Background: an optimization exercise with open tools, aiming at a short achievable clock period and few clock cycles. Do not read the settings as production practice. RTL that was checked went through simulation tests only; none was proved equivalent to the original. No driver is modelled on the clock port, so clocking that relies on it looks cheaper here than on a real chip. No activity file was given, so power comes from the tool's default toggle rates.

Design rv32i_core, start of the top module:
module rv32i_core (
    input  logic Rst,
    input  logic Clk,
    output logic [31:0] imem_addr,
    input  logic [31:0] imem_rdata,
    output logic        dmem_re,
    output logic        dmem_we,
    output logic [1:0]  dmem_size,
    output logic [31:0] dmem_addr,
    output logic [31:0] dmem_wdata,
    input  logic [31:0] dmem_rdata,
    output logic        retire_valid,
    output logic [31:0] retire_pc,
    output logic        retire_we,
    output logic [4:0]  retire_rd,
    output logic [31:0] retire_wdata
);
Size in the first run: roughly 6,900 cells after synthesis, roughly 240 I/O pins.
==> flow/config.mk <==
export PLATFORM = sky130hd
export DESIGN_NAME = rv32i_core
export DESIGN_NICKNAME = rv32i_core
export VERILOG_FILES = /design/flow/design.v
export SDC_FILE = /design/flow/constraint.sdc
export NUM_CORES = 8
export LEC_CHECK = 0
export ABC_CLOCK_PERIOD_IN_PS = 3500
export CAP_MARGIN = 30
export CORE_MARGIN = 2
export CORE_UTILIZATION = 40
export GPL_TIMING_DRIVEN = 1
export SLEW_MARGIN = 20
==> flow/constraint.sdc <==
create_clock -name core_clock -period 12.0 [get_ports {Clk}]
set_input_delay 2.4000 -clock core_clock [delete_from_list [all_inputs] [get_ports {Clk}]]
set_output_delay 2.4000 -clock core_clock [all_outputs]
set_load 0.01 [all_outputs]
standard.sh (not shown) runs the stock make flow with config.mk's settings and CLKGATE_MAP_FILE= SYNTH_SCRIPT=/design/flow/synth_recipe.tcl, a recipe that flattens the netlist after the stock synthesis.
==> flow/flow/run.sh <==
#!/bin/bash
set -euo pipefail
export MOVE_MIN_GAP=0.3
bash standard.sh SETUP_SLACK_MARGIN=8.5 TNS_END_PERCENT=100 MATCH_CELL_FOOTPRINT=0 \
  POST_GLOBAL_PLACE_TCL=$PWD/flow/post_gpl.tcl finish > standard_flow.log 2>&1
==> flow/flow/post_gpl.tcl <==
# Move each flip-flop that drives only an output port's buffer next to that
# buffer, when its data input has timing slack to spare.
set block [ord::get_db_block]
set moved 0
foreach port [get_ports -filter "direction == output"] {
  set pnet [get_nets [get_full_name $port]]
  foreach drv [get_pins -of_objects $pnet -filter "direction == output"] {
    set buf [get_cells -of_objects $drv]
    set bin [get_pins -of_objects $buf -filter "direction == input"]
    set inet [get_nets -of_objects $bin]
    if {[llength [get_pins -of_objects $inet]] != 2} { continue }
    foreach d2 [get_pins -of_objects $inet -filter "direction == output"] {
      set ff [get_cells -of_objects $d2]
      if {[llength [get_pins -of_objects $ff -filter "name == CLK"]] != 1} { continue }
      set dpin [get_pins -of_objects $ff -filter "name == D"]
      if {[llength $dpin] != 1} { continue }
      set ds [get_property $dpin slack_max]
      set os [get_property $port slack_max]
      if {$ds - $os < $::env(MOVE_MIN_GAP)} { continue }
      set bi [sta::sta_to_db_inst $buf]
      set fi [sta::sta_to_db_inst $ff]
      lassign [$bi getLocation] x y
      $fi setLocation $x $y
      incr moved
    }
  }
}
puts "post_gpl: moved $moved output flip-flops next to their port buffers"
estimate_parasitics -placement
The first run produced a clean layout.
Next try:
==> flow/flow/run.sh (replaced) <==
#!/bin/bash
set -euo pipefail
export MOVE_MIN_GAP=0.3
bash standard.sh SETUP_SLACK_MARGIN=8.5 TNS_END_PERCENT=100 \
  POST_GLOBAL_PLACE_TCL=$PWD/flow/post_gpl.tcl finish > standard_flow.log 2>&1
Effect: Non-clock buffer count is lower by 6; total power hardly moves; clock skew falls by 10 ps; wire length drops by 0.34%; die area is unchanged; final cell count is about the same; register-to-register slack improved by 100 ps; synthesized area is unchanged; cell area is about the same; global-route usage is lower by 0.30 points.
No run of this note included a check of the RTL's function; only the layout flow was run.

---

Another version of the RTL of rv32i_core (not shown whole).
For scale: roughly 6800 cells after synthesis, ~2300 flip-flops, ~100000 sq um of cells after synthesis.
export LEC_CHECK = 0
export ABC_CLOCK_PERIOD_IN_PS = 3500
export CAP_MARGIN = 30
export CORE_MARGIN = 2
export CORE_UTILIZATION = 40
export GPL_TIMING_DRIVEN = 1
export SLEW_MARGIN = 20
create_clock -name core_clock -period 12.0 [get_ports {Clk}]
==> flow/flow/run.sh <==
#!/bin/bash
set -euo pipefail
export MOVE_PATTERNS='ret_* st_m* re_m* sz_m* sd_m*'
bash standard.sh SETUP_SLACK_MARGIN=8.7 TNS_END_PERCENT=100 MATCH_CELL_FOOTPRINT=0 \
  POST_RESIZE_TCL=$PWD/flow/post_rsz.tcl finish > standard_flow.log 2>&1
==> flow/flow/post_rsz.tcl <==
# Move each flip-flop that drives only an output port's buffer, and whose name
# matches one of MOVE_PATTERNS, next to that buffer (detailed placement then
# legalizes it).
set block [ord::get_db_block]
set moved 0
foreach port [get_ports -filter "direction == output"] {
  set pnet [get_nets [get_full_name $port]]
  foreach drv [get_pins -of_objects $pnet -filter "direction == output"] {
    set buf [get_cells -of_objects $drv]
    set bin [get_pins -of_objects $buf -filter "direction == input"]
    set inet [get_nets -of_objects $bin]
    if {[llength [get_pins -of_objects $inet]] != 2} { continue }
    foreach d2 [get_pins -of_objects $inet -filter "direction == output"] {
      set ff [get_cells -of_objects $d2]
      if {[llength [get_pins -of_objects $ff -filter "name == CLK"]] != 1} { continue }
      set name [get_full_name $ff]
      set hit 0
      foreach pat $::env(MOVE_PATTERNS) { if {[string match $pat $name]} { set hit 1 } }
      if {!$hit} { continue }
      set bi [sta::sta_to_db_inst $buf]
      set fi [sta::sta_to_db_inst $ff]
      lassign [$bi getLocation] x y
      $fi setLocation $x $y
      incr moved
    }
  }
}
puts "post_rsz: moved $moved output flip-flops next to their port buffers"
estimate_parasitics -placement
The first run finished with timing, DRC and antenna clean.
Change:
==> flow/flow/run.sh (replaced) <==
#!/bin/bash
set -euo pipefail
export MOVE_PATTERNS='ret_* st_m* re_m* sz_m* sd_m*'
bash standard.sh SETUP_SLACK_MARGIN=8.5 TNS_END_PERCENT=100 MATCH_CELL_FOOTPRINT=0 \
  POST_RESIZE_TCL=$PWD/flow/post_rsz.tcl finish > standard_flow.log 2>&1
=> Setup slack degrades by 87 ps; combinational power came out lower by about 5%; global-route usage came out lower by 0.42 points; via count came out lower by 0.91%; first-iteration DRC count came out lower by 9.8%; total power hardly moves; wire length came out lower by 1.6%.
Change:
==> flow/flow/run.sh (replaced) <==
#!/bin/bash
set -euo pipefail
export MOVE_PATTERNS='ret_* st_m* re_m* sz_m* sd_m*'
export EXTRA_MARGINS='8.0 8.5 8.5'
bash standard.sh SETUP_SLACK_MARGIN=8.5 TNS_END_PERCENT=100 MATCH_CELL_FOOTPRINT=0 \
  POST_RESIZE_TCL=$PWD/flow/post_rsz.tcl POST_CTS_TCL=$PWD/flow/post_cts_rep.tcl \
  finish > standard_flow.log 2>&1
==> flow/flow/post_cts_rep.tcl (new file) <==
# More rounds of setup repair after clock tree synthesis, aiming at rising
# margins.
foreach m $::env(EXTRA_MARGINS) {
  repair_timing -setup -setup_margin $m -repair_tns 100 -verbose
  detailed_placement
  estimate_parasitics -placement
}
report_worst_slack -max
Combinational power goes up by about 2%.
Sequential share of layout area went down by 0.12 points.
Via count barely changes.
First-iteration DRC count climbs by 1.2%.
Design area barely changes.
Change:
==> flow/flow/run.sh (replaced) <==
#!/bin/bash
set -euo pipefail
export MOVE_PATTERNS='ret_* st_m* re_m* sz_m* sd_m*'
export EXTRA_MARGINS='8.0 8.5 8.5'
export GRT_MARGIN=8.5
bash standard.sh SETUP_SLACK_MARGIN=8.5 TNS_END_PERCENT=100 MATCH_CELL_FOOTPRINT=0 \
  POST_RESIZE_TCL=$PWD/flow/post_rsz.tcl POST_CTS_TCL=$PWD/flow/post_cts_rep.tcl \
  POST_GLOBAL_ROUTE_TCL=$PWD/flow/post_grt_rep.tcl \
  finish > standard_flow.log 2>&1
==> flow/flow/post_grt_rep.tcl (new file) <==
# One more round of setup repair with global-route parasitics; the route
# guides are written again afterwards.
global_route -start_incremental
repair_timing -setup -setup_margin $::env(GRT_MARGIN) -repair_tns 100 -verbose
detailed_placement
global_route -end_incremental
estimate_parasitics -global_routing
report_worst_slack -max
write_guides $::env(RESULTS_DIR)/route.guide
Clock-buffer cell count does not change.
Cell count is about the same.
Synthesized area is unchanged.
Wire length stays flat.
Cell area rose by 0.33%.
Via count stays flat.
Clock skew stays flat.
Die area stays the same.
Maximum frequency is lower by 1.0%.
No run of this note included a check of the RTL's function; only the layout flow was run.

---

Setup of violet:
Another version of the RTL of rv32i_core (not shown whole).
Size: roughly 6200 cells after synthesis, ~2100 flip-flops.
export LEC_CHECK = 0
export ABC_CLOCK_PERIOD_IN_PS = 3500
export CAP_MARGIN = 30
export CORE_MARGIN = 2
export CORE_UTILIZATION = 50
export GPL_TIMING_DRIVEN = 1
export SLEW_MARGIN = 20
create_clock -name core_clock -period 12.0 [get_ports {Clk}]
==> flow/flow/run.sh <==
#!/bin/bash
set -euo pipefail
bash standard.sh SETUP_SLACK_MARGIN=8.5 TNS_END_PERCENT=100 finish > standard_flow.log 2>&1
Testbench counts of violet, summed over its fixed seeds: cycles 870,632.
Input-level comparison between sierra and violet:
Settings: CTS_CLUSTER_DIAMETER: unset -> 100; CTS_CLUSTER_SIZE: unset -> 30; CORE_UTILIZATION: 50 -> 40.
sierra ended with every stage complete and zero timing, DRC or antenna violations. [diff] post-layout total power, sierra relative to violet: improvement. Taking violet as the reference point, the post-route worst setup slack of sierra rises by 0.057 ns. Note that the layout filler cell count recorded for sierra amounts to 1.5 times the value seen in violet. sierra reports its source of the critical timing path as pc_f[2] while violet reports pc_f[4]. Run comparison: violet capture point of the worst path imem_addr[4]; sierra capture point of the worst path imem_addr[2].

---

rv32i_core, a different RTL version from the one above (not shown whole).
Size: ~7200 cells after synthesis, about 2300 flip-flops.
// rv32i_core
module rv32i_core (
    input  logic Rst,
    input  logic Clk,
    output logic [31:0] imem_addr,
    input  logic [31:0] imem_rdata,
    output logic        dmem_re,
    output logic        dmem_we,
    output logic [1:0]  dmem_size,
    output logic [31:0] dmem_addr,
    output logic [31:0] dmem_wdata,
    input  logic [31:0] dmem_rdata,
    output logic        retire_valid,
    output logic [31:0] retire_pc,
    output logic        retire_we,
    output logic [4:0]  retire_rd,
    output logic [31:0] retire_wdata
);
    localparam int BN   = 8;             
    localparam int TH   = 15;            
    localparam int TW   = TH - 1;
    localparam int GH   = 15;            
    localparam int LW   = 6;             
    localparam logic [LW-1:0] LMAX = '1;
    logic        stall, redirect;
    logic [31:0] pc_f, pcx_f, ia_f;
    logic        first, firstb;
    logic        v_d;
    logic [31:0] ir_d, pc_d;
    logic        pt_d;
    logic [GH:2] ptgt_d;
    logic [31:0] imm_d, timm_d;
    logic        v_e;
    logic [31:0] pc_e, pc4_e, tgt_e;
    logic [GH:2] ptgt_e;
    logic        pt_e;
    logic [31:0] a_e, b_e, sd_e;
    logic        fa_e, fb_e, fs_e, nf_e;
    logic        fan_e, fbn_e;       
    logic        sub_e, sra_e;
    logic        s_add_e, s_sll_e, s_slt_e, s_sltu_e, s_xor_e, s_srx_e, s_or_e, s_and_e, s_link_e;
    logic        is_br_e, is_jalr_e, is_ld_e, is_st_e, is_ctl_e, we_e;
    logic        c_eq_e, c_lt_e, c_ltu_e, c_inv_e;
    logic        force_tk_e, m_nt_e, sk_e;
    logic [4:0]  rd_e;
    logic [2:0]  f3_e;
  ...
Settings: LEC_CHECK=0, ABC_CLOCK_PERIOD_IN_PS=3500, CAP_MARGIN=30, CORE_MARGIN=2, CORE_UTILIZATION=40, GPL_TIMING_DRIVEN=1, SLEW_MARGIN=20; clock period 12.0 ns.
==> flow/flow/run.sh <==
#!/bin/bash
set -euo pipefail
export MOVE_PATTERNS='ret_* st_m* re_m* sz_m* sd_m*'
export EXTRA_MARGINS='8.0 8.5 8.5'
bash standard.sh SETUP_SLACK_MARGIN=8.5 TNS_END_PERCENT=100 MATCH_CELL_FOOTPRINT=0 \
  POST_RESIZE_TCL=$PWD/flow/post_rsz.tcl POST_CTS_TCL=$PWD/flow/post_cts_rep.tcl \
  finish > standard_flow.log 2>&1
==> flow/flow/post_cts_rep.tcl <==
# More rounds of setup repair after clock tree synthesis, aiming at rising
# margins.
foreach m $::env(EXTRA_MARGINS) {
  repair_timing -setup -setup_margin $m -repair_tns 100 -verbose
  detailed_placement
  estimate_parasitics -placement
}
report_worst_slack -max
Scripts as last shown in full above: flow/flow/post_rsz.tcl
Testbench counts at the start, summed over its fixed seeds: cycles 838,294.
Edit:
==> flow/flow/run.sh (replaced) <==
#!/bin/bash
set -euo pipefail
export MOVE_PATTERNS='ret_* st_m* re_m* sz_m* sd_m*'
bash standard.sh SETUP_SLACK_MARGIN=8.5 TNS_END_PERCENT=100 MATCH_CELL_FOOTPRINT=0 \
  POST_RESIZE_TCL=$PWD/flow/post_rsz.tcl finish > standard_flow.log 2>&1
removed: flow/flow/post_cts_rep.tcl
- combinational power came out lower by about 1%
- power hardly moves
- fmax is about the same
- synthesized area is unchanged
- worst setup slack barely changes
- clock power is about the same
- wire length came out lower by 0.60%
Edit:
--- a/flow/flow/run.sh
+++ b/flow/flow/run.sh
@@ -3,0 +4,2 @@
+export SPLIT_CLOCK_PORT=Clk
+export EXTRA_MARGINS='8.0 8.5 8.5'
@@ -5 +7,2 @@
-  POST_RESIZE_TCL=$PWD/flow/post_rsz.tcl finish > standard_flow.log 2>&1
+  POST_RESIZE_TCL=$PWD/flow/post_rsz.tcl POST_CTS_TCL=$PWD/flow/post_cts_split.tcl \
+  finish > standard_flow.log 2>&1
==> flow/flow/post_cts_split.tcl (new file) <==
# Split the clock tree's root buffer in two: a second root buffer, also
# driven by the clock port, takes over the half of the root's loads that lie
# on one side; each root is placed at the centre of its loads.
set block [ord::get_db_block]
set db [ord::get_db]
set cport $::env(SPLIT_CLOCK_PORT)
set cnet [$block findNet $cport]
set root ""
foreach it [$cnet getITerms] {
  if {[$it isInputSignal]} { set root [$it getInst] }
}
set rnet [[$root findITerm X] getNet]
set loads {}
foreach it [$rnet getITerms] {
  if {[$it isInputSignal]} {
    lassign [[$it getInst] getLocation] x y
    lappend loads [list $it $x $y]
  }
}
set n [llength $loads]
# split along the longer side of the loads' bounding box, at the median
set xs [lsort -integer [lmap l $loads {lindex $l 1}]]
set ys [lsort -integer [lmap l $loads {lindex $l 2}]]
set dx [expr {[lindex $xs end] - [lindex $xs 0]}]
set dy [expr {[lindex $ys end] - [lindex $ys 0]}]
set k [expr {$dx >= $dy ? 1 : 2}]
set sorted [lsort -integer -index $k $loads]
set half [expr {$n / 2}]
set g1 [lrange $sorted 0 [expr {$half - 1}]]
set g2 [lrange $sorted $half end]
set master [$db findMaster [[$root getMaster] getName]]
set root2 [odb::dbInst_create $block $master "[$root getName]_b"]
set net2 [odb::dbNet_create $block "[$rnet getName]_b"]
$net2 setSigType CLOCK
[$root2 findITerm A] connect $cnet
[$root2 findITerm X] connect $net2
foreach l $g2 { set it [lindex $l 0]; $it disconnect; $it connect $net2 }
proc centre {g} {
  set sx 0; set sy 0
  foreach l $g { set sx [expr {$sx + [lindex $l 1]}]; set sy [expr {$sy + [lindex $l 2]}] }
  list [expr {$sx / [llength $g]}] [expr {$sy / [llength $g]}]
}
lassign [centre $g1] x1 y1
lassign [centre $g2] x2 y2
$root setLocation $x1 $y1
$root2 setLocation $x2 $y2
$root2 setPlacementStatus PLACED
puts "split_root: [$root getName] keeps [llength $g1] loads, [$root2 getName] takes [llength $g2]"
detailed_placement
estimate_parasitics -placement

# More rounds of setup repair after clock tree synthesis, aiming at rising
# margins.
foreach m $::env(EXTRA_MARGINS) {
  repair_timing -setup -setup_margin $m -repair_tns 100 -verbose
  detailed_placement
  estimate_parasitics -placement
}
report_worst_slack -max
Effect:
- combinational power came out higher by about 1%
- final cell count grows by 0.31%
- worst hold slack barely changes

==> re-timing with driven ports <==
No port has a modelled driver above. Below, the same layouts with a new extraction and two added sets of constraints.
Step 1 sets driving cells, clkbuf_16 on the clock port and buf_2 on the other inputs (assumed; they add their load-dependent delay and slew).
Step 2 also shifts input and output timing later by t, the mid clock arrival at the registers, as if the neighbouring blocks saw the same clock.
Three values: no drivers, after step 1, after step 2; two values: the first two.
| run | shift t [ns] | setup WS [ns] | worst hold slack (ns) |
|---|---|---|---|
| the first run of note 1 | 0.981 | 8.008 / 8.008 / 7.434 | 0.324 / 0.324 / 0.324 |
| the second run of note 1 | 0.941 | 8.111 / 8.087 / 7.491 | 0.323 / 0.323 / 0.323 |
| the first run of note 2 | 0.954 | 8.083 / 8.083 / 7.645 | 0.311 / 0.311 / 0.311 |
| the second run of note 2 | 0.982 | 7.996 / 7.996 / 7.648 | 0.307 / 0.307 / 0.307 |
| the third run of note 2 | 0.983 | 8.087 / 8.087 / 7.580 | 0.311 / 0.311 / 0.311 |
| the fourth run of note 2 | 0.984 | 8.046 / 8.046 / 7.548 | 0.305 / 0.305 / 0.305 |
| violet | 0.966 | 7.944 / 7.845 / 7.623 | 0.313 / 0.313 / 0.313 |
| sierra | 0.875 | 8.001 / 7.911 / 7.892 | 0.333 / 0.333 / 0.333 |
| the first run of note 4 | 0.964 | 8.228 / 8.145 / 7.520 | 0.251 / 0.251 / 0.251 |
| the second run of note 4 | 0.960 | 8.230 / 8.147 / 7.572 | 0.255 / 0.255 / 0.255 |
| the third run of note 4 | 0.846 | 8.310 / 8.264 / 7.678 | 0.256 / 0.256 / 0.256 |
After both steps every run listed still meets setup and hold. For the first run of note 4, which loses most, drivers alone change the setup slack by -0.083 ns; drivers and shift together by -0.708 ns.
